From an optimization exercise on the open Yosys and OpenROAD flow, aimed at small area; shortcuts taken in it are not production practice. The RTL was checked by simulation tests, not by an equivalence proof against the original design. Power and IR drop assume default switching activity.

--- design/flow/config.mk ---
export PLATFORM = sky130hd
export DESIGN_NAME = System
export DESIGN_NICKNAME = System
export VERILOG_FILES = /design/flow/design.v
export SDC_FILE = /design/flow/constraint.sdc
export NUM_CORES = 4
export LEC_CHECK = 0
export CAP_MARGIN = 20
export CORE_MARGIN = 2
export CORE_UTILIZATION = 40
export PLACE_DENSITY = 0.6
export SLEW_MARGIN = 20
--- design/flow/design.v ---
`timescale 1ns / 1ps
`timescale 1ns / 1ps
`timescale 1ns / 1ps
`timescale 1ns / 1ps
`timescale 1ns / 1ps
`timescale 1ns / 1ps
`timescale 1ns / 1ps
`timescale 1ns / 1ps
`timescale 1ns / 1ps
`timescale 1ns / 1ps
`timescale 1ns / 1ps
`timescale 1ns / 1ps
`timescale 1ns / 1ps
module System(input clk, rst, enable, input[4:0] button_in, output[0:6] segment, output[3:0] anodes,
              output decimal_point, output [3:0] LEDs, output mode_led, output alarm_led, output speaker);
    reg [7:0] tone;    
    reg [2:0] d5;      
    reg [2:0] a5;      
    reg csec;          
    reg alarm;         
    wire m10_9 = tone[0] & d5[2];         
    wire disp_tick = ~tone[0] & d5[2];    
    wire m50 = m10_9 & a5[2];             
    wire tick = m50 & ~csec;              
    always @(posedge clk) begin
        if (rst) begin
            tone <= 0; d5 <= 0; a5 <= 0; csec <= 0; alarm <= 0;
        end else begin
            tone <= tone + 1'b1;
            d5 <= d5[2] ? 3'd0 : d5 + 1'b1;
            if (m10_9) a5 <= a5[2] ? 3'd0 : a5 + 1'b1;
            if (m50) csec <= ~csec;
            if (tick) alarm <= ~alarm;
        end
    end
    wire [4:0] press;
    genvar i;
    generate for (i = 0; i < 5; i = i + 1) begin: btn
        reg [1:0] r, T;
        wire x = button_in[i];
        wire special = (r == 2'd2) & (T == 2'd3);
        wire ev = x & (r == 2'd2) & ~T[1];
        always @(posedge clk) begin
            if (rst) begin
                r <= 0; T <= 0;
            end else if (ev) begin
                r <= 2'd2; T <= 2'd3;
            end else if (special) begin
                r <= x ? 2'd3 : 2'd0; T <= 2'd3;
            end else begin
                r <= x ? ((r == 2'd3) ? 2'd3 : r + 1'b1) : 2'd0;
                T <= (T == 2'd0) ? 2'd0 : T - 1'b1;
            end
        end
        assign press[i] = (T == 2'd1);
    end endgenerate
    reg [3:0] su, mu, hu;
    reg [2:0] sn, mt;      
    reg [1:0] ht;
    reg p;                 
    reg [3:0] Emu, Ehu;    
    reg [2:0] Emt;
    reg [1:0] Eht;
    wire rcs = sn[2] & sn[1];
    wire c_s = (su == 4'd9);
    wire c_st = c_s & (sn == 3'd5);
    wire c_m = c_st & (mu == 4'd9);
    wire c_mt = c_m & (mt == 3'd5);
    wire c_h = c_mt & (hu == 4'd9);
    wire wrap = c_mt & (hu == 4'd3) & (ht == 2'd2);
    always @(posedge clk) begin
        if (rst) begin
            su <= 0; sn <= 0; mu <= 0; mt <= 0; hu <= 0; ht <= 0;
        end else if (tick) begin
            if (wrap | rcs) begin
                su <= 0; mu <= 0; mt <= 0; hu <= 0; ht <= 0;
                sn <= wrap ? 3'd6 : 3'd0;
            end else begin
                if (enable) su <= c_s ? 4'd0 : su + 1'b1;
                if (c_s) sn <= (sn == 3'd5) ? 3'd0 : sn + 1'b1;
                if (p) begin
                    mu <= Emu; mt <= Emt; hu <= Ehu; ht <= Eht;
                end else begin
                    if (c_st) mu <= (mu == 4'd9) ? 4'd0 : mu + 1'b1;
                    if (c_m) mt <= (mt == 3'd5) ? 3'd0 : mt + 1'b1;
                    if (c_mt) hu <= (hu == 4'd9) ? 4'd0 : hu + 1'b1;
                    if (c_h) ht <= ht + 1'b1;
                end
            end
        end
    end
    localparam [2:0] S_INIT = 3'd0, S_TH = 3'd1, S_TM = 3'd2, S_AH = 3'd3, S_AM = 3'd4;
    reg mode;
    reg [2:0] st;
    reg [3:0] Amu, Ahu, Lmu, Lhu;    
    reg [2:0] Amt, Lmt;
    reg [1:0] Aht, Lht;
    reg sr, alarm_flag;
    wire up = press[3], dn = press[4];
    wire s_th = (st == S_TH), s_tm = (st == S_TM), s_ah = (st == S_AH), s_am = (st == S_AM);
    wire adjusted = ({mu, mt, hu, ht} != {Amu, Amt, Ahu, Aht});
    wire trig = press[0] & mode & adjusted;
    always @(posedge clk) begin
        if (rst) begin
            mode <= 0; st <= S_INIT; sr <= 0; p <= 0;
        end else begin
            mode <= mode ^ press[0];
            if (press[0]) st <= S_INIT;
            else case (st)
                S_TH: st <= press[2] ? S_TM : press[1] ? S_AM : S_TH;
                S_TM: st <= press[2] ? S_AH : press[1] ? S_TH : S_TM;
                S_AH: st <= press[2] ? S_AM : press[1] ? S_TM : S_AH;
                S_AM: st <= press[2] ? S_TH : press[1] ? S_AH : S_AM;
                default: st <= S_TH;
            endcase
            sr <= trig;
            p <= sr | (p & ~tick);
        end
    end
    always @(posedge clk) if (trig) {Emu, Emt, Ehu, Eht} <= {Amu, Amt, Ahu, Aht};
    function [6:0] min_next(input [6:0] m, input u, input d);
        reg [2:0] t; reg [3:0] o;
        begin
            {t, o} = m;
            if (u & (m == {3'd5, 4'd9})) min_next = 0;
            else if (d & (m == 0)) min_next = {3'd5, 4'd9};
            else if (u) min_next = (o == 4'd9) ? {t + 3'd1, 4'd0} : {t, o + 4'd1};
            else if (d) min_next = (o == 4'd0) ? {t - 3'd1, 4'd9} : {t, o - 4'd1};
            else min_next = m;
        end
    endfunction
    function [5:0] hour_next(input [5:0] h, input u, input d);
        reg [1:0] t; reg [3:0] o;
        begin
            {t, o} = h;
            if (u & (h == {2'd2, 4'd3})) hour_next = 0;
            else if (d & (h == 0)) hour_next = {2'd2, 4'd3};
            else if (u) hour_next = (o == 4'd9) ? {t + 2'd1, 4'd0} : {t, o + 4'd1};
            else if (d) hour_next = (o == 4'd0) ? {t - 2'd1, 4'd9} : {t, o - 4'd1};
            else hour_next = h;
        end
    endfunction
    always @(posedge clk) begin
        if (st == S_INIT) begin
            {Amt, Amu} <= {mt, mu};
            {Aht, Ahu} <= {ht, hu};
        end else begin
            {Amt, Amu} <= min_next({Amt, Amu}, up & s_tm, dn & s_tm);
            {Aht, Ahu} <= hour_next({Aht, Ahu}, up & s_th, dn & s_th);
        end
    end
    wire l_en = mode & ~press[0];
    always @(posedge clk) begin
        if (rst) begin
            Lmu <= 0; Lmt <= 0; Lhu <= 0; Lht <= 0;
        end else begin
            {Lmt, Lmu} <= min_next({Lmt, Lmu}, up & s_am & l_en, dn & s_am & l_en);
            {Lht, Lhu} <= hour_next({Lht, Lhu}, up & s_ah & l_en, dn & s_ah & l_en);
        end
    end
    wire sec0 = (su == 4'd0) & ~sn[0] & (sn[2] == sn[1]);
    wire amatch = ({mu, mt, hu, ht} == {Lmu, Lmt, Lhu, Lht});
    always @(posedge clk) begin
        if (rst) alarm_flag <= 0;
        else if (press != 0) alarm_flag <= 0;
        else if (~mode & amatch & sec0) alarm_flag <= 1;
    end
    wire buz_en = alarm_flag & alarm;
    reg [3:0] bz;
    reg spk;
    always @(posedge clk) begin
        if (rst) begin
            bz <= 0; spk <= 0;
        end else begin
            if (bz == 0) bz <= tone[7] ? 4'd11 : 4'd5;
            else bz <= bz - 1'b1;
            if (!buz_en) spk <= 0;
            else if (bz == 0) spk <= ~spk;
        end
    end
    reg [1:0] sw;
    reg [3:0] num;
    wire alm = s_ah | s_am;
    wire [3:0] vmu = ~mode ? mu : alm ? Lmu : Amu;
    wire [2:0] vmt = ~mode ? mt : alm ? Lmt : Amt;
    wire [3:0] vhu = ~mode ? hu : alm ? Lhu : Ahu;
    wire [1:0] vht = ~mode ? ht : alm ? Lht : Aht;
    wire [3:0] digit = (sw == 2'd0) ? vmu : (sw == 2'd1) ? {1'b0, vmt} : (sw == 2'd2) ? vhu : {2'b0, vht};
    always @(posedge clk) begin
        if (rst) sw <= 0;
        else if (disp_tick & enable) sw <= sw + 1'b1;
        num <= digit;
    end
    reg [0:6] seg;
    always @(*) begin
        case (num)
            4'd0: seg = 7'b0000001;
            4'd1: seg = 7'b1001111;
            4'd2: seg = 7'b0010010;
            4'd3: seg = 7'b0000110;
            4'd4: seg = 7'b1001100;
            4'd5: seg = 7'b0100100;
            4'd6: seg = 7'b0100000;
            4'd7: seg = 7'b0001111;
            4'd8: seg = 7'b0000000;
            4'd9: seg = 7'b0000100;
            default: seg = 7'b0110000;
        endcase
    end
    assign segment = seg;
    assign anodes = ~enable ? 4'b1111 : ~(4'b0001 << sw);
    assign decimal_point = (sw == 2'd2) ? csec : 1'b1;
    assign LEDs = mode ? {s_th, s_tm, s_ah, s_am} : 4'b0000;
    assign mode_led = mode;
    assign alarm_led = buz_en;
    assign speaker = spk;
endmodule
--- design/flow/run.sh ---
#!/bin/bash
# synth_recipe.tcl (not shown) runs the flow's synth.tcl, then flattens the netlist and writes it again
# the make line also repeats each setting of config.mk as NAME=value (left out here)
make -C /OpenROAD-flow-scripts/flow DESIGN_CONFIG=/design/flow/config.mk WORK_HOME=/design/flow/orfs CLKGATE_MAP_FILE= SYNTH_SCRIPT=/design/flow/synth_recipe.tcl finish
--- design/flow/constraint.sdc ---
create_clock -name core_clock -period 10.0 [get_ports {clk}]
set_input_delay 2.0000 -clock core_clock [delete_from_list [all_inputs] [get_ports {clk}]]
set_output_delay 2.0000 -clock core_clock [all_outputs]
set_load 0.01 [all_outputs]
==> impl_metrics.py <==
metrics = {
    "synthesis": {
        "syn_inst": 864,
        "yosys_warnings": 1,
        "ys_seq_area_share_pct": 36.2,
        "async_flop_share_pct": 0,
        "ys_ff_latch": 116,
        "syn-num-nets": 905,
        "syn_avg_cell_area_um2": 8.25,
        "synth-edff-count": 26,
        "synth_ff_type": "dfxtp_1",
        "ys_types": 76,
        "synthesis.area_mm2": 0.00712,
    },
    "die": {
        "num_rows": 48,
        "pin_count": 27,
        "die_y_um": 137,
        "die_w_um": 137,
        "core_area_mm2": 0.0174,
        "start_util_pct": 41.0,
        "die-area_mm2": 0.0189,
    },
    "clocking": {
        "clk_latency_ps": 430,
        "clock_path_buffers": 2,
        "cts-root-buf": "clkbuf_16",
        "cts_tree": "yes",
        "cts_made_buffers": 17,
        "clkSlewWorstSetupHoldPaths_ps": 50,
        "cts_resized": 0,
        "cts_setup_buffers": 0,
        "ctsHoldBuffers": 0,
        "cts_sinks": 116,
        "htree_num_levels": 4,
    },
    "drt": {
        "drt_iter0_drc": 498,
        "wl_per_cell_um": 15.3,
        "viasPerCell": 5.46,
        "drtAntennaViolNets": 0,
        "drc": 0,
        "first_pass_iters": 5,
        "vias": 5972,
        "routed_wl_um": 16700,
    },
    "final_layout": {
        "seq_area_mm2": 0.00258,
        "layout-drive-gt1-share_pct": 6.80,
        "final_area_mm2": 0.00802,
        "filler_cell_count": 1667,
        "final_nets": 896,
        "num_antenna_cells": 0,
        "multi_input_area_mm2": 0.00416,
        "area_growth_pct": 12.6,
    },
    "timing": {
        "rsz0062_at_grt": "false",
        "min_period_ps": 5300,
        "final-setup-viol-count": 0,
        "tightest_slew_ps": 970,
        "finalHoldViolations": 0,
        "setup_ws_ps": 4700,
        "tns_ps": 0,
        "fmax_mhz": 189,
        "post-route-period-util_pct": 53.0,
        "slew_headroom_pct": 34.9,
        "slew_viol_final": 0,
        "fin_skew_ps": 11.8,
    },
    "global_route": {
        "grt_overflow": 0,
        "antenna_found_initial": 0,
        "grt_first_pass_wirelength_um": 27600,
        "grt_pass1_vias": 5390,
        "grt.total_usage_pct": 18.8,
        "grt_max_degree": 68,
    },
    "critical_path": {
        "crit_path_max_incr_delay_ps": 710,
        "critPathKind": "in -> out",
        "cp.arrival_ps": 3300,
        "cp_common_cell": "clkdlybuf4s50_1",
        "cp-start-kind": "input port",
        "endpoint_kind": "primary output",
        "worst_path_max_delay_cell": "clkdlybuf4s50_1",
        "cp_max_fo": 11,
        "critPathRequiredTime_ps": 8000,
        "path_cells": "clkdlybuf4s50_1 > nand2_1 > clkdlybuf4s50_1",
    },
    "pwr": {
        "p_leak_nw": 2.94,
        "power_density_mw_per_mm2": 156,
        "ir_drop_v": 0.000106,
    },
    "placed_design": {
        "placed_area_mm2": 0.00742,
        "place_hpwl_um": 11800,
        "numPortBuffers": 26,
        "gp_congestion": 0.844,
        "dp_slack_ps": 4700,
    },
    "min_path": {
        "hold_path.class": "reg -> reg",
    },
    "run_status": {
        "status": "finished clean",
    },
    "flow_run": {
        "drv_cap": 0,
    },
}
## final cells by class
cell class                 instances  area share, %
clock buffer                      24           6.27
clock inverter                     8           1.20
inverter                          34           1.59
multi-input combinational        658           51.9
sequential                       116           32.2
tap                              225           3.51
timing repair buffer              28           3.37
## critical path: cells and delay by family
| family | cells | cell delay [ps] |
|---|---|---|
| buf+inv | 2 | 1210 |
| simple gates | 1 | 100 |
## flip-flops by register name (all words and copies together) (netlist names), 4 cells and up
register and cells:
segment 7, Ahu 4, btn.r 10, hu 4
su 4, btn.T 10, Emu 4, Amu 4
Lhu 4, Lmu 4, Ehu 4, bz 4
mu 4, tone 8
## cells by family (layout without fill, tap and decap cells)
kind of cell    Yosys count  in the layout  synth area share [%]
simple gates            363            363                  26.5
compound gates          198            198                  17.5
flops                   116            116                  36.2
buf+inv                  90             94                  5.32
xor+xnor                 45             45                  5.53
fa+ha+maj                33             33                  5.80
mux                      19             19                  3.13
## path summary, 6_finish.rpt
| check | startpoint | to | slack [ps] | cells past startpoint |
|---|---|---|---|---|
| max | enable | anodes[2] | 4700 | 3 |
| min | d5[0] | d5[0] | 430 | 1 |
| max reg2reg | sw[0] | segment[4] | 7070 | 9 |
| min reg2reg | d5[0] | d5[0] | 430 | 1 |
## where the power goes
part / internal, mW / switching [mW]
Clock: 0.400 / 0.216
Sequential: 0.501 / 0.0303
Combinational: 0.0501 / 0.0563
## placed cells by master, fill, tap and decap left out, types with 5 or more instances in the layout
master	count
clkbuf_16	18
ha_1	33
a211oi_1	6
o211ai_1	6
mux2i_1	11
a31oi_1	11
and3_1	8
xnor2_1	23
nor3b_1	11
dfxtp_1	90
mux2_2	6
o21ai_0	55
and2_1	8
nand3_1	25
a22oi_1	9
nand2b_1	28
nand3b_1	16
a21oi_1	59
nor3_1	24
nor2b_1	17
nor4_1	8
edfxtp_1	26
clkdlybuf4s50_1	25
o21ai_1	6
a22o_1	5
xor2_1	22
nor2_1	107
nand4_1	10
inv_1	32
nand2_1	73
## Yosys cell counts, types with 3 or more instances
library cell  count  area share [%]
o211ai_1          6            0.63
o21ai_0          55             3.9
nand3b_1         16             1.7
xor2_1           22             2.7
a22o_1            5            0.61
buf_6             3            0.47
o21ai_1           6            0.42
or3_1             4            0.35
clkbuf_1         40             2.1
nand2_1          73             3.8
mux2_2            6            0.95
and3_1            8            0.70
ha_1             33             5.8
buf_2             9            0.63
nand3_1          25             1.8
nor2_1          107             5.6
nand2b_1         28             2.5
a211oi_1          6            0.63
nor2b_1          17             1.5
edfxtp_1         26              11
a21oi_1          59             4.1
nor3b_1          11             1.2
a221oi_1          4            0.49
or3b_1            3            0.37
mux2i_1          11             1.5
dfxtp_1          90              25
nor4_1            8            0.70
xnor2_1          23             2.8
and2_1            8            0.70
inv_1            32             1.7
a22oi_1           9            0.95
nand4_1          10            0.88
a31oi_1          11            0.97
nor3_1           24             1.7
o22ai_1           4            0.35
nor4b_1           3            0.37
## per-stage QoR
stage | hold WS [ps] | std cells | utilization (%) | power, mW
after global placement | 415 | 1061 | 42.8 | 0.646
final | 434 | 1093 | 46.2 | 1.25
after detailed placement | 428 | 1061 | 42.8 | 0.646
after global routing | 462 | 1093 | 46.2 | 1.31
after CTS | 440 | 1093 | 46.2 | 1.26
after floorplan | 408 | 864 | - | 0.616
## per-layer routing
metal  routed length [um]  GRT usage, %  up-vias
li1                     -             -     3046
met1                 8120          25.7     2758
met2                 7520          29.1      146
met3                  804          4.53       22
met4                  258          6.64        0
met5                    0             0        -

-- static timing again, ports no longer ideal --
How much do the figures lean on ideal ports? The routed layout below was timed once more, with nothing changed but the port constraints. Step 1 sets driving cells, clkbuf_16 on the clock port and buf_2 on the other inputs (assumed; they add their load-dependent delay and slew). Step 2 moves the port delays by t, midway between the first and last clock arrival at a register: inputs arrive t later, outputs are due t later. That takes back most of the time a late clock gives input paths. Slacks: no drivers / after step 1 / after step 2; pairs: no drivers / after step 1.
t (ns): 0.464
slack for setup (ns): 4.696 / 4.662 / 4.662
worst data-port slew with drivers (ns): 0.04
cell pins on the clock port's net: 1
After both steps this run still meets setup and hold. For this run, drivers alone change the setup slack by -0.034 ns; drivers and shift together by -0.034 ns.
